Context: an optimization exercise on an open-source flow, tuned for small area. The choices shown serve that exercise and are no tape-out recipe. At most, simulation tests tie the RTL to the original design; equivalence was not proved. For run 2, only the layout was checked, not whether the RTL still works. Power and IR drop assume default switching activity.

File: flow/config.mk
export PLATFORM = sky130hd
export DESIGN_NAME = ekf_est
export DESIGN_NICKNAME = ekf_est
export VERILOG_FILES = /design/flow/design.v
export SDC_FILE = /design/flow/constraint.sdc
export NUM_CORES = 8
export LEC_CHECK = 0
export ABC_AREA = 1
export CAP_MARGIN = 20
export CORE_MARGIN = 2
export CORE_UTILIZATION = 60
export CTS_BUF_LIST = sky130_fd_sc_hd__clkbuf_2 sky130_fd_sc_hd__clkbuf_4 sky130_fd_sc_hd__clkbuf_8
export PLACE_DENSITY = 0.7
export SLEW_MARGIN = 20
File: flow/constraint.sdc
create_clock -name core_clock -period 20.0 [get_ports {clk}]
set_input_delay 4.0000 -clock core_clock [delete_from_list [all_inputs] [get_ports {clk}]]
set_output_delay 4.0000 -clock core_clock [all_outputs]
set_load 0.01 [all_outputs]
File: flow/design.v
`timescale 1ps/1ps
module ekf_est (
    clk,
    n_rst,
    start,
    init,
    mode,
    i_b,
    v_t,
    ready,
    ekf_vrc,
    ekf_soc,
    ekf_done
);
input clk, n_rst;
input start;
input init;
input mode;
input [4:0] i_b;
input [23:0] v_t;
output ready;
output [23:0] ekf_vrc;
output [23:0] ekf_soc;
output ekf_done;
localparam [23:0] TH4_1 = 24'h03645a, TH4_2 = 24'h011d14, TH4_3 = 24'h01fbe7;
localparam [23:0] TH5_1 = 24'h5d2474, TH5_2 = 24'h688659, TH5_3 = 24'h53d3c3;
localparam [23:0] A4_F = 24'h6aff26, A4_S = 24'hadf77e;
localparam [23:0] A42_F = 24'h597b91, A42_S = 24'h348cd8;
localparam [23:0] B1_F = 24'hff463e, B1_S = 24'hf8be67;
localparam [23:0] B2_F = 24'h00b729, B2_S = 24'h0727a3;
localparam [23:0] DT_F = 24'h03ea03, DT_S = 24'h0a5753;
localparam [23:0] QC = 24'h000346;       
localparam [23:0] SOC_CH = 24'h010000, SOC_DIS = 24'h640000;
reg [4:0] ph;
always @(posedge clk or negedge n_rst) begin
    if (!n_rst) ph <= 5'd0;
    else ph <= (ph == 5'd23) ? 5'd0 : ph + 5'd1;
end
localparam [1:0] M_IDLE = 2'd0, M_WAIT = 2'd1, M_RUN = 2'd2, M_DONE = 2'd3;
reg [1:0] md;
reg [5:0] fr;
reg INITF, MODE;
wire accept = (md == M_IDLE) && start;
always @(posedge clk or negedge n_rst) begin
    if (!n_rst) begin
        md <= M_IDLE;
    end else begin
        case (md)
            M_IDLE: if (start) md <= (ph == 5'd23) ? M_RUN : M_WAIT;
            M_WAIT: if (ph == 5'd23) md <= M_RUN;
            M_RUN: if ((ph == 5'd23) && (INITF || (fr == 6'd37))) md <= M_DONE;
            default: md <= M_IDLE;
        endcase
    end
end
always @(posedge clk) begin
    if (md != M_RUN) fr <= 6'd0;
    else if (ph == 5'd23) fr <= fr + 6'd1;
end
always @(posedge clk) begin
    if (accept) begin
        INITF <= init;
        MODE <= mode;
    end
end
assign ready = (md == M_IDLE);
assign ekf_done = (md == M_DONE);
wire run = (md == M_RUN);
wire filt = run & ~INITF;
wire ini = run & INITF;
wire [10:0] tt = {fr, ph};
wire [10:0] tf = {filt ? fr : 6'h3f, ph};
function [10:0] T;
    input integer x;
    begin
        T = ((x / 24) << 5) + (x % 24);
    end
endfunction
function tin;
    input [10:0] tv;
    input integer a;
    input integer b;
    integer fa, pa, fb, pb;
    begin
        fa = a / 24; pa = a % 24; fb = b / 24; pb = b % 24;
        if (fa == fb)
            tin = (tv[10:5] == fa) && (tv[4:0] >= pa) && (tv[4:0] <= pb);
        else
            tin = ((tv[10:5] == fa) && (tv[4:0] >= pa)) || ((tv[10:5] > fa) && (tv[10:5] < fb)) ||
                  ((tv[10:5] == fb) && (tv[4:0] <= pb));
    end
endfunction
function tat;
    input [10:0] tv;
    input integer a;
    begin
        tat = (tv[10:5] == a / 24) && (tv[4:0] == a % 24);
    end
endfunction
function cbit;
    input [10:0] tv;
    input [23:0] k;
    input integer off;
    integer i;
    reg r;
    begin
        r = 1'b0;
        for (i = 0; i < 24; i = i + 1)
            if (k[i]) r = r | tat(tv, off + i);
        cbit = r;
    end
endfunction
reg [23:0] XS, XR, P1, P2, P3, P4;      
reg [24:0] VT;
reg [4:0] IBS;
reg FAST;
reg [1:0] BAND;
reg [47:0] D;
reg [23:0] K1, K2;
reg [23:0] ACCA;
reg [24:0] ACCB;
reg [4:0] MSACC;
reg NEGF;
assign ekf_soc = XS;
assign ekf_vrc = XR;
always @(posedge clk) begin
    if (accept) IBS <= (i_b == 5'b10000) ? 5'd0 : i_b;
end
wire [6:0] xsi = XS[22:16];
wire [1:0] band_x = (xsi < 7'h14) ? 2'd0 : ((xsi <= 7'h5f) ? 2'd1 : 2'd2);
wire fast_x = MODE ? (xsi > 7'd70) : (XS[22:21] == 2'b00);
wire t0 = tat(tf, 0);
wire t624 = tat(tf, 624);
wire [1:0] hb = (t0 | t624) ? band_x : BAND;
wire fe = t0 ? fast_x : FAST;
wire [23:0] TH4 = (hb == 2'd0) ? TH4_1 : ((hb == 2'd1) ? TH4_2 : TH4_3);
wire [23:0] A4 = fe ? A4_F : A4_S;
wire [23:0] A42 = FAST ? A42_F : A42_S;
always @(posedge clk) begin
    if (t0) FAST <= fast_x;
    if (t0 | t624) BAND <= band_x;
end
wire K1Z = (K1 == 24'h800000);
wire K2Z = (K2 == 24'h800000);
wire a_k = tin(tf, 576, 600) | tin(tf, 677, 724) | tin(tf, 821, 868);
wire a_neg = tin(tf, 677, 724) | tin(tf, 821, 868);
wire a_a4 = tin(tf, 48, 71);
wire a_a42 = tin(tf, 96, 119);
wire [23:0] ca = a_k ? (K1Z ? 24'd0 : K1) : (a_a4 ? A4 : (a_a42 ? A42 : TH4));
wire a_on = tin(tf, 0, 22) | tin(tf, 48, 70) | tin(tf, 96, 118) | tin(tf, 144, 166) | tin(tf, 192, 214) |
            tin(tf, 360, 382) | tin(tf, 576, 599) | tin(tf, 624, 646) | tin(tf, 677, 723) |
            tin(tf, 768, 790) | tin(tf, 821, 867);
wire a_first = tat(tf, 0) | tat(tf, 48) | tat(tf, 96) | tat(tf, 144) | tat(tf, 192) | tat(tf, 360) |
               tat(tf, 576) | tat(tf, 624) | tat(tf, 677) | tat(tf, 768) | tat(tf, 821);
wire clra = ~filt | tat(tf, 47) | tat(tf, 95) | tat(tf, 143) | tat(tf, 191) | tat(tf, 359) | tat(tf, 575) |
            tat(tf, 623) | tat(tf, 676) | tat(tf, 767) | tat(tf, 820);
reg sa_raw, sa_sg;
always @(*) begin
    sa_raw = P1[0]; sa_sg = P1[23];
    if (tin(tf, 0, 23)) begin sa_raw = XS[0]; sa_sg = XS[23]; end
    else if (tin(tf, 48, 71) | tin(tf, 360, 383)) begin sa_raw = P3[0]; sa_sg = P3[23]; end
    else if (tin(tf, 96, 119)) begin sa_raw = P4[0]; sa_sg = P4[23]; end
    else if (tin(tf, 576, 600)) begin sa_raw = VT[0]; sa_sg = VT[24]; end
    else if (tin(tf, 677, 724) | tin(tf, 821, 868)) begin sa_raw = D[44]; sa_sg = D[43]; end
    else if (tin(tf, 768, 791)) begin sa_raw = P2[0]; sa_sg = P2[23]; end
end
reg seen_a, sgn_a, neg_a, pseen_a;
wire sa = a_on & (sa_raw ^ (sgn_a & seen_a & ~a_first));
wire [24:0] adda = {25{sa}} & {ca[23], ca};
wire [24:0] aina = {ACCA[23], ACCA};
reg [24:0] suma;
reg cya;
integer ia;
always @(*) begin
    cya = 1'b0;
    for (ia = 0; ia < 25; ia = ia + 1) begin
        suma[ia] = aina[ia] ^ adda[ia] ^ cya;
        cya = (aina[ia] & adda[ia]) | (aina[ia] & cya) | (adda[ia] & cya);
    end
end
wire psg_a = sgn_a ^ neg_a;
wire pseen = pseen_a & ~a_first;
wire pa = suma[0] ^ (psg_a & pseen);
wire pa48 = suma[1] ^ (psg_a & (pseen | suma[0]));    
reg par;
always @(posedge clk) begin
    ACCA <= clra ? 24'd0 : suma[24:1];
    seen_a <= (seen_a & ~a_first) | (a_on & sa_raw);
    pseen_a <= pseen | suma[0];
    if (a_first) begin sgn_a <= sa_sg; neg_a <= a_neg; end
    par <= pa;
end
wire divm = tin(tf, 289, 337) | tin(tf, 457, 505);
wire b_k = tin(tf, 580, 604) | tin(tf, 674, 721) | tin(tf, 818, 865);
wire b_neg = tin(tf, 674, 721) | tin(tf, 818, 865);
wire b_th = tin(tf, 146, 194);
wire [23:0] cb = divm ? K2 : (b_k ? (K2Z ? 24'd0 : K2) : (b_th ? TH4 : A4));
wire b_on = tin(tf, 0, 23) | tin(tf, 48, 71) | tin(tf, 146, 194) | tin(tf, 580, 604) | tin(tf, 674, 721) |
            tin(tf, 818, 865);
wire b_msb = tat(tf, 23) | tat(tf, 71) | tat(tf, 194) | tat(tf, 604) | tat(tf, 721) | tat(tf, 865);
wire clrb = ~filt | tat(tf, 47) | tat(tf, 144) | tat(tf, 288) | tat(tf, 456) | tat(tf, 579) | tat(tf, 673) |
            tat(tf, 817);
reg s2, WREG;
reg sb_raw;
always @(*) begin
    sb_raw = D[47];
    if (tin(tf, 0, 23)) sb_raw = P2[0];
    else if (tin(tf, 48, 71)) sb_raw = XR[0];
    else if (tin(tf, 146, 194)) sb_raw = WREG;
    else if (tin(tf, 580, 604)) sb_raw = VT[21];
end
reg seen_b;
wire sb = divm | (b_on & sb_raw & (~b_msb | seen_b));
wire subb = divm ? ~(ACCB[24] ^ K2[23]) : (b_msb ^ b_neg);
wire [24:0] addb = ({25{sb}} & {cb[23], cb}) ^ {25{subb}};
reg [24:0] sumb;
reg cyb;
integer ib;
always @(*) begin
    cyb = subb;
    for (ib = 0; ib < 25; ib = ib + 1) begin
        sumb[ib] = ACCB[ib] ^ addb[ib] ^ cyb;
        cyb = (ACCB[ib] & addb[ib]) | (ACCB[ib] & cyb) | (addb[ib] & cyb);
    end
end
wire pb = sumb[0];
wire kbzero = (K2 == 24'd0);
wire qbit = ~sumb[24] | kbzero;
reg pbr;
always @(posedge clk) begin
    ACCB <= clrb ? 25'd0 : (divm ? {sumb[23:0], D[47]} : {sumb[24], sumb[24:1]});
    seen_b <= clrb ? 1'b0 : (seen_b | (b_on & sb_raw & ~b_msb));
    pbr <= pb;
end
wire ms_bit = FAST ? (cbit(tf, DT_F, 16) | cbit(tf, B2_F, 72) | cbit(tf, B1_F, 113))
                   : (cbit(tf, DT_S, 16) | cbit(tf, B2_S, 72) | cbit(tf, B1_S, 113));
wire subs = tat(tf, 136);
wire clrs = ~filt | tat(tf, 47) | tat(tf, 95) | tat(tf, 143);
wire [5:0] adds = ({6{ms_bit}} & {IBS[4], IBS}) ^ {6{subs}};
wire [5:0] ains = {MSACC[4], MSACC};
reg [5:0] sums;
reg cys;
integer is;
always @(*) begin
    cys = subs;
    for (is = 0; is < 6; is = is + 1) begin
        sums[is] = ains[is] ^ adds[is] ^ cys;
        cys = (ains[is] & adds[is]) | (ains[is] & cys) | (adds[is] & cys);
    end
end
wire ps = sums[0];
always @(posedge clk) MSACC <= clrs ? 5'd0 : sums[5:1];
wire f1_act = filt & ((fr == 6'd7) | (fr == 6'd9) | (fr == 6'd16) | (fr == 6'd27) | (fr == 6'd33));
wire f1_sm = (fr == 6'd27) | (fr == 6'd33);
reg f1_x;
always @(*) begin
    f1_x = P4[0];
    if ((fr == 6'd7) | (fr == 6'd27)) f1_x = P3[0];
    else if (fr == 6'd9) f1_x = P2[0];
end
wire f2_act = filt & (fr == 6'd7);
wire f3_act = filt & (fr == 6'd8);
wire phl = (ph == 5'd23);
reg f1_seen, f1_hold, f2_seen, f2_hold, f3_seen, f3_hold;
wire f1_y = (phl & f1_sm) ? (f1_x & f1_seen) : f1_x;
wire f1_out = f1_act ? (f1_y ^ f1_seen) : f1_hold;
wire f2_y = phl ? (P2[0] & f2_seen) : P2[0];
wire f2_out = f2_act ? (f2_y ^ f2_seen) : f2_hold;
wire f3_out = f3_act ? (P4[0] ^ f3_seen) : f3_hold;
always @(posedge clk) begin
    f1_seen <= f1_act & (f1_seen | f1_x);
    f2_seen <= f2_act & (f2_seen | P2[0]);
    f3_seen <= f3_act & (f3_seen | P4[0]);
    if (f1_act & phl) f1_hold <= f1_out;
    if (f2_act & phl) f2_hold <= f2_out;
    if (f3_act & phl) f3_hold <= f3_out;
end
reg x1, y1, i1, x2, y2, i2, x3, y3, i3, x4, y4, i4;
reg cy1, cy2, cy3, cy4;
wire s1, s3, s4;
reg nseen;
reg parS, hold1, hold2;
wire sk = (tin(tf, 216, 240) | tin(tf, 384, 408) | tin(tf, 648, 672) | tin(tf, 792, 816)) ? s1 : par;
reg sdel;
wire vn_upd = tin(tf, 74, 96);
wire vn_act = vn_upd | tat(tf, 103) | tat(tf, 104);
wire vn_keep = tin(tf, 74, 104);
wire vn_out = s2 ^ nseen;
wire dn_act = tin(tf, 241, 288) | tin(tf, 338, 385) | tin(tf, 409, 456) | tin(tf, 506, 553);
wire dn_out = D[0] ^ (NEGF & nseen);
wire etap = tin(tf, 55, 102) ? D[41] : (tat(tf, 103) ? D[40] : (tat(tf, 104) ? D[39] : 1'b0));
always @(*) begin
    x1 = 1'b0; y1 = 1'b0;
    x2 = 1'b0; y2 = 1'b0; i2 = 1'b0;
    x3 = 1'b0; y3 = 1'b0;
    x4 = 1'b0; y4 = 1'b0; i4 = 1'b0;
    if (tin(tf, 0, 47)) begin x1 = pa; y1 = cbit(tf, BAND == 2'd0 ? TH5_1 : (BAND == 2'd1 ? TH5_2 : TH5_3), 18); end
    else if (tin(tf, 72, 95)) begin x1 = pbr; y1 = ps; end
    else if (tin(tf, 120, 143)) begin x1 = par; y1 = cbit(tf, QC, 120); end
    else if (tin(tf, 145, 193)) begin x1 = tat(tf, 193) ? parS : par; y1 = tin(tf, 168, 193) & f1_out; end
    else if (tin(tf, 216, 240) | tin(tf, 384, 408) | tin(tf, 648, 672) | tin(tf, 792, 816)) begin x1 = par; y1 = f1_out; end
    else if (tin(tf, 600, 623)) begin x1 = pa; y1 = XS[0]; end
    else if (tin(tf, 720, 748)) begin x1 = pa; y1 = tin(tf, 720, 743) ? P1[0] : hold1; end
    else if (tin(tf, 864, 892)) begin x1 = pa; y1 = tin(tf, 864, 887) ? P2[0] : hold1; end
    if (tin(tf, 0, 47)) begin x2 = s1; y2 = ps; i2 = 1'b1; end
    else if (tin(tf, 48, 104)) begin x2 = etap; y2 = pb; i2 = 1'b1; end
    else if (tin(tf, 120, 143)) begin x2 = XS[0]; y2 = ps; end
    else if (tin(tf, 145, 193)) begin x2 = s1; y2 = tin(tf, 168, 193) & f2_out; end
    else if (tin(tf, 600, 628)) begin x2 = pb; y2 = tin(tf, 600, 623) ? XR[0] : hold2; end
    else if (tin(tf, 720, 745)) begin x2 = pb; y2 = tin(tf, 720, 743) ? P3[0] : hold2; end
    else if (tin(tf, 864, 889)) begin x2 = pb; y2 = tin(tf, 864, 887) ? P4[0] : hold2; end
    if (tin(tf, 0, 23)) begin x3 = P1[0]; y3 = cbit(tf, QC, 0); end
    else if (tin(tf, 146, 218)) begin x3 = pb; y3 = cbit(tf, QC, 192); end
    if (tin(tf, 74, 104)) begin x4 = VT[0]; y4 = vn_out; end
    else if (tin(tf, 146, 218)) begin x4 = s3; y4 = tin(tf, 192, 218) & f3_out; i4 = 1'b1; end
end
wire st1 = tat(tf, 0) | tat(tf, 72) | tat(tf, 120) | tat(tf, 145) | tat(tf, 216) | tat(tf, 384) | tat(tf, 600) |
           tat(tf, 648) | tat(tf, 720) | tat(tf, 792) | tat(tf, 864);
wire st2 = tat(tf, 0) | tat(tf, 48) | tat(tf, 120) | tat(tf, 145) | tat(tf, 600) | tat(tf, 720) | tat(tf, 864);
wire st3 = tat(tf, 0) | tat(tf, 146);
wire st4 = tat(tf, 74) | tat(tf, 146);
wire c1 = st1 ? 1'b0 : cy1;
wire c2 = st2 ? i2 : cy2;
wire c3 = st3 ? 1'b0 : cy3;
wire c4 = st4 ? i4 : cy4;
wire y1e = y1, y2e = y2 ^ i2, y3e = y3, y4e = y4 ^ i4;
assign s1 = x1 ^ y1e ^ c1;
always @(*) s2 = x2 ^ y2e ^ c2;
assign s3 = x3 ^ y3e ^ c3;
assign s4 = x4 ^ y4e ^ c4;
wire m1 = (x1 & y1e) | (x1 & c1) | (y1e & c1);
wire m2 = (x2 & y2e) | (x2 & c2) | (y2e & c2);
wire m3 = (x3 & y3e) | (x3 & c3) | (y3e & c3);
wire m4 = (x4 & y4e) | (x4 & c4) | (y4e & c4);
wire act4 = ~tin(tf, 74, 104) | vn_act;
wire xrp_sg = pb ^ ps ^ m1;                  
wire xsp_sg = XS[0] ^ ps ^ m2;               
wire p1p_sg = P1[0] & ~c3;                   
wire xsn_sg = pa48 ^ XS[0] ^ m1;          
always @(posedge clk) begin
    cy1 <= m1;
    cy2 <= m2;
    cy3 <= m3;
    cy4 <= act4 ? m4 : c4;
    sdel <= sk;
    WREG <= s2;
    if (tat(tf, 192)) parS <= par;
    if (tat(tf, 743) | tat(tf, 887)) hold1 <= y1;
    else if (tat(tf, 748) | tat(tf, 892)) hold1 <= s1;
    if (tat(tf, 623) | tat(tf, 743) | tat(tf, 887)) hold2 <= y2;
    else if (tat(tf, 628) | tat(tf, 745) | tat(tf, 889)) hold2 <= s2;
    if (vn_keep) begin
        if (vn_upd) nseen <= nseen | s2;
    end else if (dn_act) nseen <= nseen | D[0];
    else nseen <= 1'b0;
end
reg wXS, wXR, wP1, wP2, wP3, wP4;
reg dXS, dXR, dP1, dP2, dP3, dP4;
always @(*) begin
    wXS = 1'b0; wXR = 1'b0; wP1 = 1'b0; wP2 = 1'b0; wP3 = 1'b0; wP4 = 1'b0;
    dXS = s2; dXR = s1; dP1 = s1; dP2 = s1; dP3 = s2; dP4 = s2;
    if (ini) begin
        wXS = 1'b1; wXR = 1'b1; wP1 = 1'b1; wP2 = 1'b1; wP3 = 1'b1; wP4 = 1'b1;
        dXS = MODE ? SOC_CH[ph] : SOC_DIS[ph];
        dXR = 1'b0; dP2 = 1'b0; dP3 = 1'b0;
        dP1 = QC[ph]; dP4 = QC[ph];
    end
    if (tin(tf, 120, 143)) begin wXS = 1'b1; dXS = tat(tf, 143) ? xsp_sg : s2; end
    if (tin(tf, 600, 623)) begin wXS = 1'b1; dXS = tat(tf, 623) ? xsn_sg : s1; end
    if (tin(tf, 72, 95)) begin wXR = 1'b1; dXR = tat(tf, 95) ? xrp_sg : s1; end
    if (tin(tf, 600, 622)) begin wXR = 1'b1; dXR = s2; end
    if (tat(tf, 647)) begin wXR = 1'b1; dXR = hold2; end
    if (tin(tf, 0, 23)) begin wP1 = 1'b1; dP1 = tat(tf, 23) ? p1p_sg : s3; end
    if (tin(tf, 720, 742)) begin wP1 = 1'b1; dP1 = s1; end
    if (tat(tf, 767)) begin wP1 = 1'b1; dP1 = hold1; end
    if (tin(tf, 24, 47)) begin wP2 = 1'b1; dP2 = pbr; end
    if (tin(tf, 864, 886)) begin wP2 = 1'b1; dP2 = s1; end
    if (tat(tf, 911)) begin wP2 = 1'b1; dP2 = hold1; end
    if (tin(tf, 72, 95)) begin wP3 = 1'b1; dP3 = par; end
    if (tin(tf, 720, 742)) begin wP3 = 1'b1; dP3 = s2; end
    if (tat(tf, 767)) begin wP3 = 1'b1; dP3 = hold2; end
    if (tin(tf, 120, 143)) begin wP4 = 1'b1; dP4 = s1; end
    if (tin(tf, 864, 886)) begin wP4 = 1'b1; dP4 = s2; end
    if (tat(tf, 911)) begin wP4 = 1'b1; dP4 = hold2; end
end
wire shVT = vn_act | tin(tf, 576, 604);
wire inVT = tin(tf, 576, 604) ? VT[0] : s4;
wire shK1 = tin(tf, 342, 364) | tat(tf, 385);
wire shK2 = tin(tf, 192, 214) | tat(tf, 218) | tin(tf, 507, 529) | tat(tf, 553);
wire inK2 = tin(tf, 192, 218) ? s4 : dn_out;
reg inD;
always @(*) begin
    inD = D[0];
    if (tin(tf, 0, 47)) inD = s2;
    else if (tin(tf, 193, 240) | tin(tf, 361, 408)) inD = (tat(tf, 193) | tat(tf, 361)) ? 1'b0 : ((tat(tf, 240) | tat(tf, 408)) ? sk : sdel);
    else if (tin(tf, 241, 288) | tin(tf, 409, 456)) inD = dn_out;
    else if (tin(tf, 625, 672) | tin(tf, 769, 816)) inD = sk;
end
always @(posedge clk) begin
    XS <= {wXS ? dXS : XS[0], XS[23:1]};
    XR <= {wXR ? dXR : XR[0], XR[23:1]};
    P1 <= {wP1 ? dP1 : P1[0], P1[23:1]};
    P2 <= {wP2 ? dP2 : P2[0], P2[23:1]};
    P3 <= {wP3 ? dP3 : P3[0], P3[23:1]};
    P4 <= {wP4 ? dP4 : P4[0], P4[23:1]};
    if (shK1) K1 <= {dn_out, K1[23:1]};
    if (shK2) K2 <= {inK2, K2[23:1]};
    if (accept) VT <= {v_t[23], v_t};
    else if (shVT) VT <= {inVT, VT[24:1]};
    if (divm) D <= {D[46:0], qbit};
    else D <= {inD, D[47:1]};
    if (tat(tf, 240) | tat(tf, 408)) NEGF <= sk;
    else if (tat(tf, 337) | tat(tf, 505)) NEGF <= NEGF ^ K2[23];
end
endmodule
File: flow/flow/run.sh
#!/bin/bash
# The standard layout, with three changes: the port buffers are the smallest
# buffer cell, clock tree synthesis adds no dummy loads and uses larger clusters,
# and after placement sizing the resizer recovers area on paths with slack.
set -euo pipefail
export BUFFER_PORTS_ARGS="-buffer_cell sky130_fd_sc_hd__buf_1"
export CTS_ARGS="-sink_clustering_enable -repair_clock_nets -dont_use_dummy_load -sink_clustering_size 15 -sink_clustering_max_diameter 80 -buf_list {sky130_fd_sc_hd__clkbuf_8}"
export POST_RESIZE_TCL="$PWD/flow/recover.tcl"
bash standard.sh > standard_flow.log 2>&1
File: flow/flow/recover.tcl
# After placement sizing: with the large setup slack, let the resizer shrink
# cells on paths that have slack to spare (area recovery).
estimate_parasitics -placement
repair_timing -recover_power 100 -verbose
File: flow/standard.sh
#!/bin/bash
# synth_recipe.tcl (not shown) runs the flow's synth.tcl, then flattens the netlist and writes it again
# the make line also repeats each setting of config.mk as NAME=value (left out here)
make -C /OpenROAD-flow-scripts/flow DESIGN_CONFIG=/design/flow/config.mk WORK_HOME=/design/flow/orfs CLKGATE_MAP_FILE= SYNTH_SCRIPT=/design/flow/synth_recipe.tcl "${@:-finish}"
==> impl_metrics.py, run 1 <==
metrics = {
    "sta": {
        "rsz0062_at_grt": "false",
        "tns_ns": 0,
        "relSlewSlack_pct": 26.9,
        "timing.final.crit_share_pct": 72.8,
        "setup_viol_count_final": 0,
        "period_minus_slack_ns": 14.56,
        "fmax_mhz": 68.7,
        "hold_viol": 0,
        "slew_viol_final": 0,
        "worst-slew-pin-transition_ns": 1.10,
        "finClkSkew_ns": 0.0675,
        "whs_ns": 0.318,
    },
    "hold_path": {
        "hold_start": "P2[7]",
        "min_delay_path_depth": 0,
        "hp-class": "reg -> reg",
        "min_delay_worst_endpoint": "P2[6]",
    },
    "yosys": {
        "synth_cell_type_count": 72,
        "synth.most_common_cell": "nand2_1",
        "synth_compound_area_share_pct": 11.7,
        "synthTopCellsByCount": "378 x nand2_1, 269 x dfxtp_1, 220 x inv_1",
        "yosysWarningCount": 1,
        "synth_area_leaders": "dfxtp_1 33%, edfxtp_1 16%, nand2_1 8.6%",
        "synthAdderAreaFrac_pct": 7.96,
        "netlist_area_mm2": 0.0164,
        "avgSynthCellArea_um2": 8.78,
        "synth_top_family_by_area": "simple AND/OR/NAND/NOR gates",
        "synth_ff_type": "dfxtp_1",
        "ys_ff_latch": 366,
        "syn_inst": 1871,
        "ys_seq_area_share_pct": 50.3,
        "synth_edf_count": 90,
        "synth_nets": 1976,
        "yosys.area.top_type": "dfxtp_1",
        "yosys.area_share.simple_pct": 20.5,
        "ys_async_sr_fraction_pct": 1.91,
        "synthMuxAreaShare_pct": 0.198,
        "synth_xor_area_share_pct": 1.97,
        "synth_top_area_share_pct": 32.8,
    },
    "drt": {
        "wl_per_cell_um": 19.1,
        "routed_wl_um": 43600,
        "via_per_inst": 5.67,
        "first_pass_iters": 6,
        "wl_met2_um": 19500,
        "dr.max_layer_used": "met4",
        "vias": 12929,
        "wirelength_met1_um": 18800,
        "drt_iter0_drc": 1265,
        "drtAntennaViolNets": 0,
        "drcViolationCount": 0,
        "wl_met3_um": 3460,
    },
    "final_layout": {
        "drive_gt1_share_pct": 5.93,
        "fin_cells": 2281,
        "syn2layout_area_growth_pct": 5.19,
        "final_nets": 2046,
    },
    "cts": {
        "root_buffer": "clkbuf_8",
        "cts_hold_buffers": 0,
        "clkTransAtPathRegs_ns": 0.09,
        "h-tree-depth": 1,
        "clkLatencyLatePin_ns": 0.63,
        "clock-sinks": 366,
        "post_cts_resized": 0,
        "cts_tree": "done",
        "clockBufferDepth": 3,
        "postCtsSetupRepairBufs": 0,
        "numCtsBuffers": 28,
    },
    "worst_setup_path": {
        "arrival_ns": 15.02,
        "start_kind": "flop",
        "endpoint_kind": "flop",
        "required_ns": 20.46,
        "crit_type": "reg -> reg",
        "r2r_slack_ns": 5.44,
        "rr_worst_depth": 42,
        "regToRegStartpoint": "md[0]",
        "path_common_cell": "fa_1",
        "crit_fanout": 22,
        "critPathMaxStageDelay_ns": 0.73,
        "reg2reg_to": "ACCB[23]",
        "slowest_stage": "nor2_1",
    },
    "global_routing": {
        "grt_first_pass_wirelength_um": 68200,
        "grt_max_degree": 82,
        "first_global_vias": 12522,
        "antenna_found_initial": 3,
        "grt-ovfl-total": 0,
        "grt_usage_pct": 30.5,
    },
    "pwr": {
        "powerDensity_mw_per_mm2": 63.9,
        "cellLeakagePower_nw": 7.28,
        "max-vdd-ir-drop_v": 0.0000745,
    },
    "floorplan": {
        "std_cell_rows": 60,
        "start_util_pct": 61.0,
        "core-area_mm2": 0.0270,
        "die_x_um": 169,
        "die_h_um": 169,
        "die-area_mm2": 0.0287,
        "io_pins": 84,
    },
    "flow_run": {
        "cap_violations": 0,
    },
    "placed_design": {
        "portBuffers": 83,
        "post-place-cells": 2252,
        "gp_congestion": 1.07,
        "hpwl_um": 33200,
    },
    "outcome": {
        "run_status": "no timing/DRC/antenna violations",
    },
}
==> layout by cell type (no fill, tap or decap), types with 6 or more instances in the layout <==
master,synthesis,final
nand2_1,378,381
dfxtp_1,269,269
inv_1,220,224
nor2_1,184,189
o21ai_0,138,142
edfxtp_1,90,90
a21oi_1,86,86
buf_1,8,82
nand3_1,77,81
fa_1,56,56
xor2_1,32,32
clkbuf_8,0,28
o211ai_1,26,27
inv_2,29,24
nor3_1,21,22
nand4_1,17,17
o22ai_1,14,15
ha_1,15,15
nor2_2,16,13
o21ai_1,14,11
nor4_1,10,10
nand2_2,13,10
nor2_4,10,8
nand3_2,11,8
dfrtp_1,7,7
o2111ai_1,6,6
==> sequential cells by signal (all words and copies together) (netlist names), 2 cells and up <==
register  count
XS           24
VT           25
XR           24
K1           24
md            2
D            48
P1           24
P2           24
BAND          2
P4           24
MSACC         5
ph            5
fr            6
K2           24
P3           24
ACCB         25
ACCA         24
IBS           5
==> worst max path at each step <==
stage,from,to,slack [ns],depth (start not counted)
floorplan,md[0],D[0],8.30,46
finish,md[0],ACCB[23],5.44,42
detailed placement,md[0],D[0],3.65,41
global route,md[0],D[0],4.65,46
global placement,md[0],D[0],7.06,46
CTS,md[0],D[0],3.64,41
==> critical path, delay by kind of cell, from the launching register on <==
kind | cells | cell delay, ns
adder cells (fa/ha/maj) | 24 | 9.47
AND/OR/NAND/NOR | 12 | 3.69
AO/OA/AOI/OAI | 2 | 0.26
buffers and inverters | 3 | 0.42
flip-flops | 1 | 0.40
XOR/XNOR | 1 | 0.18
==> routing by layer <==
metal  up-vias  global-route usage (%)
li1       6195                       -
met1      6110                    42.1
met2       505                    47.5
met3       119                    6.44
met4         0                    12.0
met5         -                       0
==> power breakdown <==
part            total (W)  switching (W)  internal (W)
combinational  0.00000372     0.00000200    0.00000172
sequential       0.000754              0      0.000754
clock            0.000347       0.000223      0.000125
total             0.00110       0.000225      0.000880
==> metrics by stage <==
stage                     area, um^2  worst slack (ns)  utilization [%]  total power, W
after floorplan                16400              8.30                -        0.000772
after global placement         17000              7.06             63.0        0.000774
after detailed placement       16900              3.65             62.7        0.000775
after CTS                      17300              3.64             64.1         0.00112
after global routing           17300              4.65             64.1         0.00114
final                          17300              5.44             64.1         0.00110
==> cell families after synthesis <==
logic type	count (synthesis)
buffers and inverters	305
AOI/OAI and AO/OA	330
and+or+nand+nor	759
muxes	3
adders and majority gates	71
xor gates and xnor gates	37
DFF	366
==> layout make-up <==
type,count,area (um^2)
multi-input combinational,1200,6870
antenna,1,2.50
tap,341,427
clock buffer,28,385
sequential,366,8260
timing repair buffer,94,388
fill,2349,9670
inverter,251,950
==> inputs of run 2 (changes only) <==
--- a/flow/design.v
+++ b/flow/design.v
@@ -140,13 +140,11 @@
     if (t0) FAST <= fast_x;
     if (t0 | t624) BAND <= band_x;
 end
-wire K1Z = (K1 == 24'h800000);
-wire K2Z = (K2 == 24'h800000);
 wire a_k = tin(tf, 576, 600) | tin(tf, 677, 724) | tin(tf, 821, 868);
 wire a_neg = tin(tf, 677, 724) | tin(tf, 821, 868);
 wire a_a4 = tin(tf, 48, 71);
 wire a_a42 = tin(tf, 96, 119);
-wire [23:0] ca = a_k ? (K1Z ? 24'd0 : K1) : (a_a4 ? A4 : (a_a42 ? A42 : TH4));
+wire [23:0] ca = a_k ? K1 : (a_a4 ? A4 : (a_a42 ? A42 : TH4));
 wire a_on = tin(tf, 0, 22) | tin(tf, 48, 70) | tin(tf, 96, 118) | tin(tf, 144, 166) | tin(tf, 192, 214) |
             tin(tf, 360, 382) | tin(tf, 576, 599) | tin(tf, 624, 646) | tin(tf, 677, 723) |
             tin(tf, 768, 790) | tin(tf, 821, 867);
@@ -194,7 +192,7 @@
 wire b_k = tin(tf, 580, 604) | tin(tf, 674, 721) | tin(tf, 818, 865);
 wire b_neg = tin(tf, 674, 721) | tin(tf, 818, 865);
 wire b_th = tin(tf, 146, 194);
-wire [23:0] cb = divm ? K2 : (b_k ? (K2Z ? 24'd0 : K2) : (b_th ? TH4 : A4));
+wire [23:0] cb = (divm | b_k) ? K2 : (b_th ? TH4 : A4);
 wire b_on = tin(tf, 0, 23) | tin(tf, 48, 71) | tin(tf, 146, 194) | tin(tf, 580, 604) | tin(tf, 674, 721) |
             tin(tf, 818, 865);
 wire b_msb = tat(tf, 23) | tat(tf, 71) | tat(tf, 194) | tat(tf, 604) | tat(tf, 721) | tat(tf, 865);
@@ -385,9 +383,13 @@
 end
 wire shVT = vn_act | tin(tf, 576, 604);
 wire inVT = tin(tf, 576, 604) ? VT[0] : s4;
+reg kseen;
+wire kcap = tin(tf, 342, 364) | tin(tf, 507, 529);
+wire ksign = tat(tf, 385) | tat(tf, 553);
+wire kin = ksign ? (dn_out & kseen) : dn_out;
 wire shK1 = tin(tf, 342, 364) | tat(tf, 385);
 wire shK2 = tin(tf, 192, 214) | tat(tf, 218) | tin(tf, 507, 529) | tat(tf, 553);
-wire inK2 = tin(tf, 192, 218) ? s4 : dn_out;
+wire inK2 = tin(tf, 192, 218) ? s4 : kin;
 reg inD;
 always @(*) begin
     inD = D[0];
@@ -403,7 +405,8 @@
     P2 <= {wP2 ? dP2 : P2[0], P2[23:1]};
     P3 <= {wP3 ? dP3 : P3[0], P3[23:1]};
     P4 <= {wP4 ? dP4 : P4[0], P4[23:1]};
-    if (shK1) K1 <= {dn_out, K1[23:1]};
+    if (shK1) K1 <= {kin, K1[23:1]};
+    kseen <= kcap ? (kseen | dn_out) : (ksign ? 1'b0 : (kseen & (tin(tf, 365, 384) | tin(tf, 530, 552))));
     if (shK2) K2 <= {inK2, K2[23:1]};
     if (accept) VT <= {v_t[23], v_t};
     else if (shVT) VT <= {inVT, VT[24:1]};
==> impl_metrics.py, run 2 <==
metrics = {
    "outcome": {
        "run_status": "no timing/DRC/antenna violations",
    },
    "worst_setup_path": {
        "endpoint_kind": "flop",
        "startpoint": "md[0]",
        "reg2reg_to": "ACCA[22]",
        "path_common_cell": "fa_1",
        "regToRegStartpoint": "md[0]",
        "required_ns": 20.55,
        "endpoint": "ACCA[22]",
        "slowest_stage": "nand3_1",
        "arrival_ns": 15.08,
        "crit_fanout": 22,
        "start_kind": "flop",
        "r2r_slack_ns": 5.47,
        "crit_type": "reg -> reg",
        "critPathMaxStageDelay_ns": 0.73,
        "rr_worst_depth": 45,
    },
    "final_layout": {
        "top_register": "D",
        "syn2layout_area_growth_pct": 5.35,
        "final_nets": 2065,
        "largest_reg_flops": 48,
        "drive_gt1_share_pct": 6.08,
        "layout_common_cells": "422 x nand2_1, 270 x dfxtp_1, 217 x inv_1, 199 x nor2_1, 111 x o21ai_0",
        "layout_commonest_cell": "nand2_1",
        "num_antenna_cells": 0,
        "top_regs": "D: 48 flops, ACCB: 25 flops, VT: 25 flops",
    },
    "yosys": {
        "netlist_area_mm2": 0.0165,
        "synth_area_leaders": "dfxtp_1 33%, edfxtp_1 16%, nand2_1 9.4%",
        "yosys.area.top_type": "dfxtp_1",
        "synth_xor_area_share_pct": 1.86,
        "avgSynthCellArea_um2": 8.76,
        "yosys.area_share.simple_pct": 21.3,
        "synth_nets": 1991,
        "synth_top_area_share_pct": 32.7,
        "yosysWarningCount": 1,
        "synth.most_common_cell": "nand2_1",
        "synth_ff_type": "dfxtp_1",
        "synthMuxAreaShare_pct": 0.386,
        "ys_ff_latch": 367,
        "synth_edf_count": 90,
        "ys_async_sr_fraction_pct": 1.91,
        "synth_compound_area_share_pct": 11.3,
        "synth_cell_type_count": 66,
        "ys_seq_area_share_pct": 50.2,
        "synthAdderAreaFrac_pct": 7.93,
        "syn_inst": 1886,
        "synth_top_family_by_area": "simple AND/OR/NAND/NOR gates",
        "synthTopCellsByCount": "415 x nand2_1, 270 x dfxtp_1, 214 x inv_1",
    },
    "sta": {
        "worst-slew-pin-transition_ns": 1.14,
        "hold_viol": 0,
        "finClkSkew_ns": 0.100,
        "whs_ns": 0.330,
        "worst_slack_ns": 5.47,
        "slew_viol_final": 0,
        "period_minus_slack_ns": 14.53,
        "setup_viol_count_final": 0,
        "tns_ns": 0,
        "relSlewSlack_pct": 23.7,
        "fmax_mhz": 68.8,
        "rsz0062_at_grt": "false",
        "timing.final.crit_share_pct": 72.6,
    },
    "cts": {
        "post_cts_resized": 0,
        "clkTransAtPathRegs_ns": 0.10,
        "postCtsSetupRepairBufs": 0,
        "clockBufferDepth": 3,
        "clock-sinks": 367,
        "root_buffer": "clkbuf_8",
        "cts_tree": "done",
        "h-tree-depth": 1,
        "cts_hold_buffers": 0,
        "clkLatencyLatePin_ns": 0.63,
        "numCtsBuffers": 28,
    },
    "drt": {
        "routed_wl_um": 45600,
        "wl_per_cell_um": 19.8,
        "drt_iter0_drc": 1305,
        "drtAntennaViolNets": 0,
        "via_per_inst": 5.74,
        "vias": 13199,
        "drcViolationCount": 0,
        "first_pass_iters": 6,
    },
    "global_routing": {
        "grt_usage_pct": 31.9,
        "grt_max_degree": 82,
        "first_global_vias": 12815,
        "antenna_found_initial": 1,
        "grt_first_pass_wirelength_um": 70400,
        "grt-ovfl-total": 0,
    },
    "placed_design": {
        "hpwl_um": 35000,
        "portBuffers": 83,
        "pre_cts_slack_ns": 3.10,
        "gp_congestion": 1.02,
    },
    "floorplan": {
        "die-area_mm2": 0.0289,
        "start_util_pct": 61.3,
        "io_pins": 84,
        "core-area_mm2": 0.0270,
        "die_h_um": 170,
        "std_cell_rows": 60,
        "die_x_um": 170,
    },
    "hold_path": {
        "hp-class": "reg -> reg",
        "min_delay_path_depth": 0,
    },
    "pwr": {
        "p_total_w": 0.00110,
        "max-vdd-ir-drop_v": 0.0000650,
        "powerDensity_mw_per_mm2": 63.5,
        "cellLeakagePower_nw": 7.39,
    },
    "flow_run": {
        "cap_violations": 0,
    },
}
## run 2: how the worst min path moves through the flow
stage / startpoint / endpoint / slack (ns)
finish: P3[8] / P3[7] / 0.33
global route: P3[17] / P3[16] / 0.33
CTS: P3[8] / P3[7] / 0.33
detailed placement: P2[8] / P2[7] / 0.31
global placement: P3[22] / P3[21] / 0.31
floorplan: P1[1] / P1[0] / 0.31
## run 2: through the flow
stage                     instances  area (um^2)  util [%]
final                          2299        17400      64.5
after global routing           2299        17400      64.5
after CTS                      2297        17300      64.3
after detailed placement       2269        17000      62.9
after global placement         2269        17100      63.4
after floorplan                1886        16500         -
## run 2: worst max-delay path: cells and delay by family, from the launching register on
kind	cells	cell delay, ns
fa+ha+maj	25	9.62
simple gates	10	2.60
compound gates	4	1.24
buf+inv	6	0.63
flops	1	0.41
## run 2: layer usage
metal | up-vias | track usage (%) | part of all wire (%)
li1 | 6233 | - | -
met1 | 6224 | 42.9 | 42
met2 | 600 | 50.9 | 45
met3 | 142 | 6.51 | 8.5
met4 | 0 | 12.8 | 4.6
met5 | - | 0 | 0
## run 2: where the power goes
part / internal (W) / switching [W]
Sequential: 0.000756 / 0
Combinational: 0.00000171 / 0.00000204
Clock: 0.000125 / 0.000220
## run 2: layout make-up
class,count,area (um^2)
fill,2329,9560
timing repair buffer,95,410
inverter,243,917
sequential,367,8280
multi-input combinational,1225,6970
tap,341,427
clock buffer,28,385
## run 2: logic make-up (layout without fill, tap and decap cells)
family | after synthesis | in the layout
fa+ha+maj | 71 | 71
simple gates | 802 | 802
mux | 6 | 6
flops | 367 | 367
buf+inv | 294 | 366
xor+xnor | 35 | 35
compound gates | 311 | 311
==> inputs of run 3 (changes only) <==
--- a/flow/design.v
+++ b/flow/design.v
@@ -44,20 +44,28 @@
 always @(posedge clk or negedge n_rst) begin
     if (!n_rst) begin
         md <= M_IDLE;
+        fr <= 6'd0;
     end else begin
         case (md)
-            M_IDLE: if (start) md <= (ph == 5'd23) ? M_RUN : M_WAIT;
-            M_WAIT: if (ph == 5'd23) md <= M_RUN;
-            M_RUN: if ((ph == 5'd23) && (INITF || (fr == 6'd37))) md <= M_DONE;
+            M_IDLE: begin
+                fr <= 6'd0;
+                if (start) md <= (ph == 5'd23) ? M_RUN : M_WAIT;
+            end
+            M_WAIT: begin
+                fr <= 6'd0;
+                if (ph == 5'd23) md <= M_RUN;
+            end
+            M_RUN: begin
+                if (ph == 5'd23) begin
+                    fr <= fr + 6'd1;
+                    if (INITF || (fr == 6'd37)) md <= M_DONE;
+                end
+            end
             default: md <= M_IDLE;
         endcase
     end
 end
 always @(posedge clk) begin
-    if (md != M_RUN) fr <= 6'd0;
-    else if (ph == 5'd23) fr <= fr + 6'd1;
-end
-always @(posedge clk) begin
     if (accept) begin
         INITF <= init;
         MODE <= mode;
@@ -140,11 +148,13 @@
     if (t0) FAST <= fast_x;
     if (t0 | t624) BAND <= band_x;
 end
+wire K1Z = (K1 == 24'h800000);
+wire K2Z = (K2 == 24'h800000);
 wire a_k = tin(tf, 576, 600) | tin(tf, 677, 724) | tin(tf, 821, 868);
 wire a_neg = tin(tf, 677, 724) | tin(tf, 821, 868);
 wire a_a4 = tin(tf, 48, 71);
 wire a_a42 = tin(tf, 96, 119);
-wire [23:0] ca = a_k ? K1 : (a_a4 ? A4 : (a_a42 ? A42 : TH4));
+wire [23:0] ca = a_k ? (K1Z ? 24'd0 : K1) : (a_a4 ? A4 : (a_a42 ? A42 : TH4));
 wire a_on = tin(tf, 0, 22) | tin(tf, 48, 70) | tin(tf, 96, 118) | tin(tf, 144, 166) | tin(tf, 192, 214) |
             tin(tf, 360, 382) | tin(tf, 576, 599) | tin(tf, 624, 646) | tin(tf, 677, 723) |
             tin(tf, 768, 790) | tin(tf, 821, 867);
@@ -192,7 +202,7 @@
 wire b_k = tin(tf, 580, 604) | tin(tf, 674, 721) | tin(tf, 818, 865);
 wire b_neg = tin(tf, 674, 721) | tin(tf, 818, 865);
 wire b_th = tin(tf, 146, 194);
-wire [23:0] cb = (divm | b_k) ? K2 : (b_th ? TH4 : A4);
+wire [23:0] cb = divm ? K2 : (b_k ? (K2Z ? 24'd0 : K2) : (b_th ? TH4 : A4));
 wire b_on = tin(tf, 0, 23) | tin(tf, 48, 71) | tin(tf, 146, 194) | tin(tf, 580, 604) | tin(tf, 674, 721) |
             tin(tf, 818, 865);
 wire b_msb = tat(tf, 23) | tat(tf, 71) | tat(tf, 194) | tat(tf, 604) | tat(tf, 721) | tat(tf, 865);
@@ -224,11 +234,12 @@
 wire pb = sumb[0];
 wire kbzero = (K2 == 24'd0);
 wire qbit = ~sumb[24] | kbzero;
-reg pbr;
+reg pbr, pbsign;
 always @(posedge clk) begin
     ACCB <= clrb ? 25'd0 : (divm ? {sumb[23:0], D[47]} : {sumb[24], sumb[24:1]});
     seen_b <= clrb ? 1'b0 : (seen_b | (b_on & sb_raw & ~b_msb));
     pbr <= pb;
+    if (tat(tf, 95)) pbsign <= pb;
 end
 wire ms_bit = FAST ? (cbit(tf, DT_F, 16) | cbit(tf, B2_F, 72) | cbit(tf, B1_F, 113))
                    : (cbit(tf, DT_S, 16) | cbit(tf, B2_S, 72) | cbit(tf, B1_S, 113));
@@ -277,7 +288,7 @@
 reg cy1, cy2, cy3, cy4;
 wire s1, s3, s4;
 reg nseen;
-reg parS, hold1, hold2;
+reg parS, yh1, yh2, hold1, hold2;
 wire sk = (tin(tf, 216, 240) | tin(tf, 384, 408) | tin(tf, 648, 672) | tin(tf, 792, 816)) ? s1 : par;
 reg sdel;
 wire vn_upd = tin(tf, 74, 96);
@@ -287,6 +298,7 @@
 wire dn_act = tin(tf, 241, 288) | tin(tf, 338, 385) | tin(tf, 409, 456) | tin(tf, 506, 553);
 wire dn_out = D[0] ^ (NEGF & nseen);
 wire etap = tin(tf, 55, 102) ? D[41] : (tat(tf, 103) ? D[40] : (tat(tf, 104) ? D[39] : 1'b0));
+wire pbv = tin(tf, 96, 104) ? pbsign : pb;
 always @(*) begin
     x1 = 1'b0; y1 = 1'b0;
     x2 = 1'b0; y2 = 1'b0; i2 = 1'b0;
@@ -298,15 +310,15 @@
     else if (tin(tf, 145, 193)) begin x1 = tat(tf, 193) ? parS : par; y1 = tin(tf, 168, 193) & f1_out; end
     else if (tin(tf, 216, 240) | tin(tf, 384, 408) | tin(tf, 648, 672) | tin(tf, 792, 816)) begin x1 = par; y1 = f1_out; end
     else if (tin(tf, 600, 623)) begin x1 = pa; y1 = XS[0]; end
-    else if (tin(tf, 720, 748)) begin x1 = pa; y1 = tin(tf, 720, 743) ? P1[0] : hold1; end
-    else if (tin(tf, 864, 892)) begin x1 = pa; y1 = tin(tf, 864, 887) ? P2[0] : hold1; end
+    else if (tin(tf, 720, 748)) begin x1 = pa; y1 = tin(tf, 720, 743) ? P1[0] : yh1; end
+    else if (tin(tf, 864, 892)) begin x1 = pa; y1 = tin(tf, 864, 887) ? P2[0] : yh1; end
     if (tin(tf, 0, 47)) begin x2 = s1; y2 = ps; i2 = 1'b1; end
-    else if (tin(tf, 48, 104)) begin x2 = etap; y2 = pb; i2 = 1'b1; end
+    else if (tin(tf, 48, 104)) begin x2 = etap; y2 = pbv; i2 = 1'b1; end
     else if (tin(tf, 120, 143)) begin x2 = XS[0]; y2 = ps; end
     else if (tin(tf, 145, 193)) begin x2 = s1; y2 = tin(tf, 168, 193) & f2_out; end
-    else if (tin(tf, 600, 628)) begin x2 = pb; y2 = tin(tf, 600, 623) ? XR[0] : hold2; end
-    else if (tin(tf, 720, 745)) begin x2 = pb; y2 = tin(tf, 720, 743) ? P3[0] : hold2; end
-    else if (tin(tf, 864, 889)) begin x2 = pb; y2 = tin(tf, 864, 887) ? P4[0] : hold2; end
+    else if (tin(tf, 600, 628)) begin x2 = pb; y2 = tin(tf, 600, 623) ? XR[0] : yh2; end
+    else if (tin(tf, 720, 745)) begin x2 = pb; y2 = tin(tf, 720, 743) ? P3[0] : yh2; end
+    else if (tin(tf, 864, 889)) begin x2 = pb; y2 = tin(tf, 864, 887) ? P4[0] : yh2; end
     if (tin(tf, 0, 23)) begin x3 = P1[0]; y3 = cbit(tf, QC, 0); end
     else if (tin(tf, 146, 218)) begin x3 = pb; y3 = cbit(tf, QC, 192); end
     if (tin(tf, 74, 104)) begin x4 = VT[0]; y4 = vn_out; end
@@ -343,10 +355,11 @@
     sdel <= sk;
     WREG <= s2;
     if (tat(tf, 192)) parS <= par;
-    if (tat(tf, 743) | tat(tf, 887)) hold1 <= y1;
-    else if (tat(tf, 748) | tat(tf, 892)) hold1 <= s1;
-    if (tat(tf, 623) | tat(tf, 743) | tat(tf, 887)) hold2 <= y2;
-    else if (tat(tf, 628) | tat(tf, 745) | tat(tf, 889)) hold2 <= s2;
+    if (tat(tf, 743)) yh1 <= P1[0];
+    if (tat(tf, 887)) yh1 <= P2[0];
+    if (tat(tf, 623) | tat(tf, 743) | tat(tf, 887)) yh2 <= y2;
+    if (tat(tf, 748) | tat(tf, 892)) hold1 <= s1;
+    if (tat(tf, 628) | tat(tf, 745) | tat(tf, 889)) hold2 <= s2;
     if (vn_keep) begin
         if (vn_upd) nseen <= nseen | s2;
     end else if (dn_act) nseen <= nseen | D[0];
@@ -383,13 +396,9 @@
 end
 wire shVT = vn_act | tin(tf, 576, 604);
 wire inVT = tin(tf, 576, 604) ? VT[0] : s4;
-reg kseen;
-wire kcap = tin(tf, 342, 364) | tin(tf, 507, 529);
-wire ksign = tat(tf, 385) | tat(tf, 553);
-wire kin = ksign ? (dn_out & kseen) : dn_out;
 wire shK1 = tin(tf, 342, 364) | tat(tf, 385);
 wire shK2 = tin(tf, 192, 214) | tat(tf, 218) | tin(tf, 507, 529) | tat(tf, 553);
-wire inK2 = tin(tf, 192, 218) ? s4 : kin;
+wire inK2 = tin(tf, 192, 218) ? s4 : dn_out;
 reg inD;
 always @(*) begin
     inD = D[0];
@@ -405,8 +414,7 @@
     P2 <= {wP2 ? dP2 : P2[0], P2[23:1]};
     P3 <= {wP3 ? dP3 : P3[0], P3[23:1]};
     P4 <= {wP4 ? dP4 : P4[0], P4[23:1]};
-    if (shK1) K1 <= {kin, K1[23:1]};
-    kseen <= kcap ? (kseen | dn_out) : (ksign ? 1'b0 : (kseen & (tin(tf, 365, 384) | tin(tf, 530, 552))));
+    if (shK1) K1 <= {dn_out, K1[23:1]};
     if (shK2) K2 <= {inK2, K2[23:1]};
     if (accept) VT <= {v_t[23], v_t};
     else if (shVT) VT <= {inVT, VT[24:1]};
==> impl_metrics.py, run 3 <==
metrics = {
    "yosys": {
        "synthTopCellsByCount": "417 x nand2_1, 263 x dfxtp_1, 202 x inv_1",
        "syn_inst": 1855,
        "synth_nets": 1960,
        "ys_ff_latch": 369,
        "ys_seq_area_share_pct": 51.0,
        "avgSynthCellArea_um2": 8.87,
        "synth_edf_count": 93,
        "yosysWarningCount": 1,
        "ys_async_sr_fraction_pct": 3.52,
        "synth_area_leaders": "dfxtp_1 32%, edfxtp_1 17%, nand2_1 9.5%",
        "synth_cell_type_count": 72,
        "yosys.area.top_type": "dfxtp_1",
        "synth_ff_type": "dfxtp_1",
        "synth.most_common_cell": "nand2_1",
        "netlist_area_mm2": 0.0164,
        "synth_top_area_share_pct": 32.0,
    },
    "global_routing": {
        "met3_usage_pct": 6.34,
        "first_global_vias": 12641,
        "grt-ovfl-total": 0,
        "grt_util_met2_pct": 50.4,
        "grt_usage_pct": 31.9,
        "met1_usage_pct": 42.4,
        "gr-max-usage-layer": "met2",
        "grt_first_pass_wirelength_um": 70200,
        "antenna_found_initial": 1,
        "grt_max_degree": 73,
    },
    "sta": {
        "slew_viol_final": 0,
        "fmax_mhz": 65.4,
        "setup_viol_count_final": 0,
        "finClkSkew_ns": 0.0870,
        "period_minus_slack_ns": 15.28,
        "worst_slack_ns": 4.72,
        "relSlewSlack_pct": 37.8,
        "hold_viol": 0,
        "worst-slew-pin-transition_ns": 0.933,
        "tns_ns": 0,
        "timing.final.crit_share_pct": 76.4,
        "whs_ns": 0.295,
        "rsz0062_at_grt": "false",
    },
    "placed_design": {
        "pre_cts_slack_ns": 3.45,
        "gp_congestion": 1.03,
        "portBuffers": 83,
        "hpwl_um": 34700,
    },
    "drt": {
        "routed_wl_um": 45600,
        "via_per_inst": 5.74,
        "drtAntennaViolNets": 0,
        "drt_iter0_drc": 1514,
        "drcViolationCount": 0,
        "vias": 13047,
        "wl_per_cell_um": 20.1,
        "first_pass_iters": 8,
    },
    "worst_setup_path": {
        "endpoint_kind": "flop",
        "r2r_slack_ns": 4.72,
        "required_ns": 20.48,
        "endpoint": "ACCB[23]",
        "slowest_stage": "nor2_1",
        "critPathMaxStageDelay_ns": 0.78,
        "crit_type": "reg -> reg",
        "regToRegStartpoint": "md[0]",
        "reg2reg_to": "ACCB[23]",
        "arrival_ns": 15.76,
        "start_kind": "flop",
        "rr_worst_depth": 45,
        "path_common_cell": "fa_1",
        "startpoint": "md[0]",
        "crit_fanout": 11,
    },
    "final_layout": {
        "top_regs": "D: 48 flops, ACCB: 25 flops, VT: 25 flops",
        "drive_gt1_share_pct": 6.06,
        "largest_reg_flops": 48,
        "top_register": "D",
        "final_nets": 2037,
        "layout_common_cells": "422 x nand2_1, 263 x dfxtp_1, 205 x inv_1, 193 x nor2_1, 111 x o21ai_0",
        "syn2layout_area_growth_pct": 5.64,
        "layout_commonest_cell": "nand2_1",
    },
    "cts": {
        "root_buffer": "clkbuf_8",
        "clkLatencyLatePin_ns": 0.63,
        "numCtsBuffers": 28,
        "post_cts_resized": 0,
        "h-tree-depth": 1,
        "cts_hold_buffers": 0,
        "clockBufferDepth": 3,
        "postCtsSetupRepairBufs": 0,
        "clkTransAtPathRegs_ns": 0.10,
        "clock-sinks": 369,
        "cts_tree": "done",
    },
    "outcome": {
        "run_status": "no timing/DRC/antenna violations",
    },
    "pwr": {
        "max-vdd-ir-drop_v": 0.0000773,
        "cellLeakagePower_nw": 7.09,
        "internal-power_w": 0.00126,
        "pwr-share-clk_pct": 18.0,
        "seqPwrFrac_pct": 56.3,
        "sw_frac_of_total_pct": 34.6,
        "p_sw_w": 0.000665,
        "powerDensity_mw_per_mm2": 111,
        "combPwrFrac_pct": 25.7,
    },
    "hold_path": {
        "hp-class": "reg -> reg",
        "min_delay_path_depth": 0,
    },
    "floorplan": {
        "start_util_pct": 61.0,
        "die_h_um": 170,
        "die-area_mm2": 0.0288,
        "std_cell_rows": 60,
        "io_pins": 84,
        "core-area_mm2": 0.0270,
        "die_x_um": 170,
    },
    "flow_run": {
        "cap_violations": 0,
    },
}
-- run 3: changes by cell type after synthesis, sizes merged, moves of 4 or more --
| cell | before | now |
|---|---|---|
| xor2 | 27 | 34 |
| a21oi | 93 | 87 |
| a211oi | 9 | 5 |
| nand3 | 96 | 81 |
| o22ai | 8 | 12 |
| clkbuf | 35 | 31 |
| a31oi | 4 | 9 |
| dfrtp | 7 | 13 |
| dfxtp | 270 | 263 |
| inv | 243 | 234 |
| xnor2 | 8 | 4 |
| nor2 | 222 | 213 |
-- run 3: worst max-delay path, delay by kind of cell, from the launching register on --
family | cells | cell delay [ns]
fa+ha+maj | 24 | 9.41
buf+inv | 4 | 0.93
compound gates | 3 | 0.75
simple gates | 11 | 3.11
flops | 1 | 0.42
xor+xnor | 3 | 0.57
-- run 3: cells by family (layout without fill, tap and decap cells) --
group | count (synthesis) | after routing | share of synthesized area [%]
compound gates | 309 | 309 | 11.2
flops | 369 | 369 | 51.0
other cells | 0 | 1 | 0
buf+inv | 282 | 357 | 6.71
xor+xnor | 38 | 38 | 2.18
mux | 2 | 2 | 0.129
simple gates | 784 | 784 | 20.8
fa+ha+maj | 71 | 71 | 7.96
-- run 3: metrics by stage --
stage / cells / power [W] / utilization [%] / cell area [um^2]
floorplan: 1855 / 0.00140 / - / 16400
global placement: 2239 / 0.00157 / 63.2 / 17000
detailed placement: 2239 / 0.00158 / 62.7 / 16900
CTS: 2267 / 0.00192 / 64.2 / 17300
global route: 2271 / 0.00203 / 64.5 / 17400
finish: 2272 / 0.00192 / 64.5 / 17400
-- run 3: power groups by stage --
stage	clock network [W]	logic, W	registers (W)
after detailed placement	0	0.000480	0.00110
after floorplan	0	0.000324	0.00108
after global placement	0	0.000481	0.00109
final	0.000346	0.000494	0.00108
after CTS	0.000353	0.000485	0.00108
after global routing	0.000380	0.000553	0.00110
-- run 3: area by class of cell --
cell class                      instances  area [um^2]
Antenna cell                            1         2.50
Clock buffer                           28          385
Fill cell                            2199         9570
Inverter                              235          887
Multi-Input combinational cell       1204         6890
Sequential cell                       369         8380
Tap cell                              341          427
Timing Repair Buffer                   94          403
-- run 3: how the worst min path moves through the flow --
stage,slack (ns),from,end
after global routing,0.30,XR[7],XR[6]
final,0.30,XR[7],XR[6]
after global placement,0.31,P4[22],P4[21]
after CTS,0.30,XR[7],XR[6]
after detailed placement,0.31,P1[19],P1[18]
after floorplan,0.31,P1[1],P1[0]
-- run 3: metal layers --
layer / share of wire (%) / wire length, um / up-vias
li1: - / - / 6159
met3: 8.7 / 3980 / 151
met4: 5.6 / 2540 / 0
met1: 41 / 18900 / 6077
met5: 0 / 0 / -
met2: 44 / 20100 / 660

==> separate check: timing with driven ports <==
In the flow no input, the clock included, has a driving cell. The finished layouts below were timed again as built, in two steps.
Step 1, drivers: a clkbuf_16 drives clk and a buf_2 each remaining input, both assumed.
Step 2 moves the port delays by t, midway between the first and last clock arrival at a register: inputs arrive t later, outputs are due t later. That takes back most of the time a late clock gives input paths.
a / b / c = ideal ports / drivers / drivers and shift; a / b = the first two.
| run | shift t [ns] | slack for setup (ns) | worst setup path at the end |
|---|---|---|---|
| run 1 | 0.643 | 5.438 / 5.438 / 5.438 | register to register |
| run 2 | 0.622 | 5.472 / 5.472 / 5.472 | register to register |
| run 3 | 0.635 | 4.718 / 4.718 / 4.718 | register to register |
After both steps setup and hold are still met in every run listed.
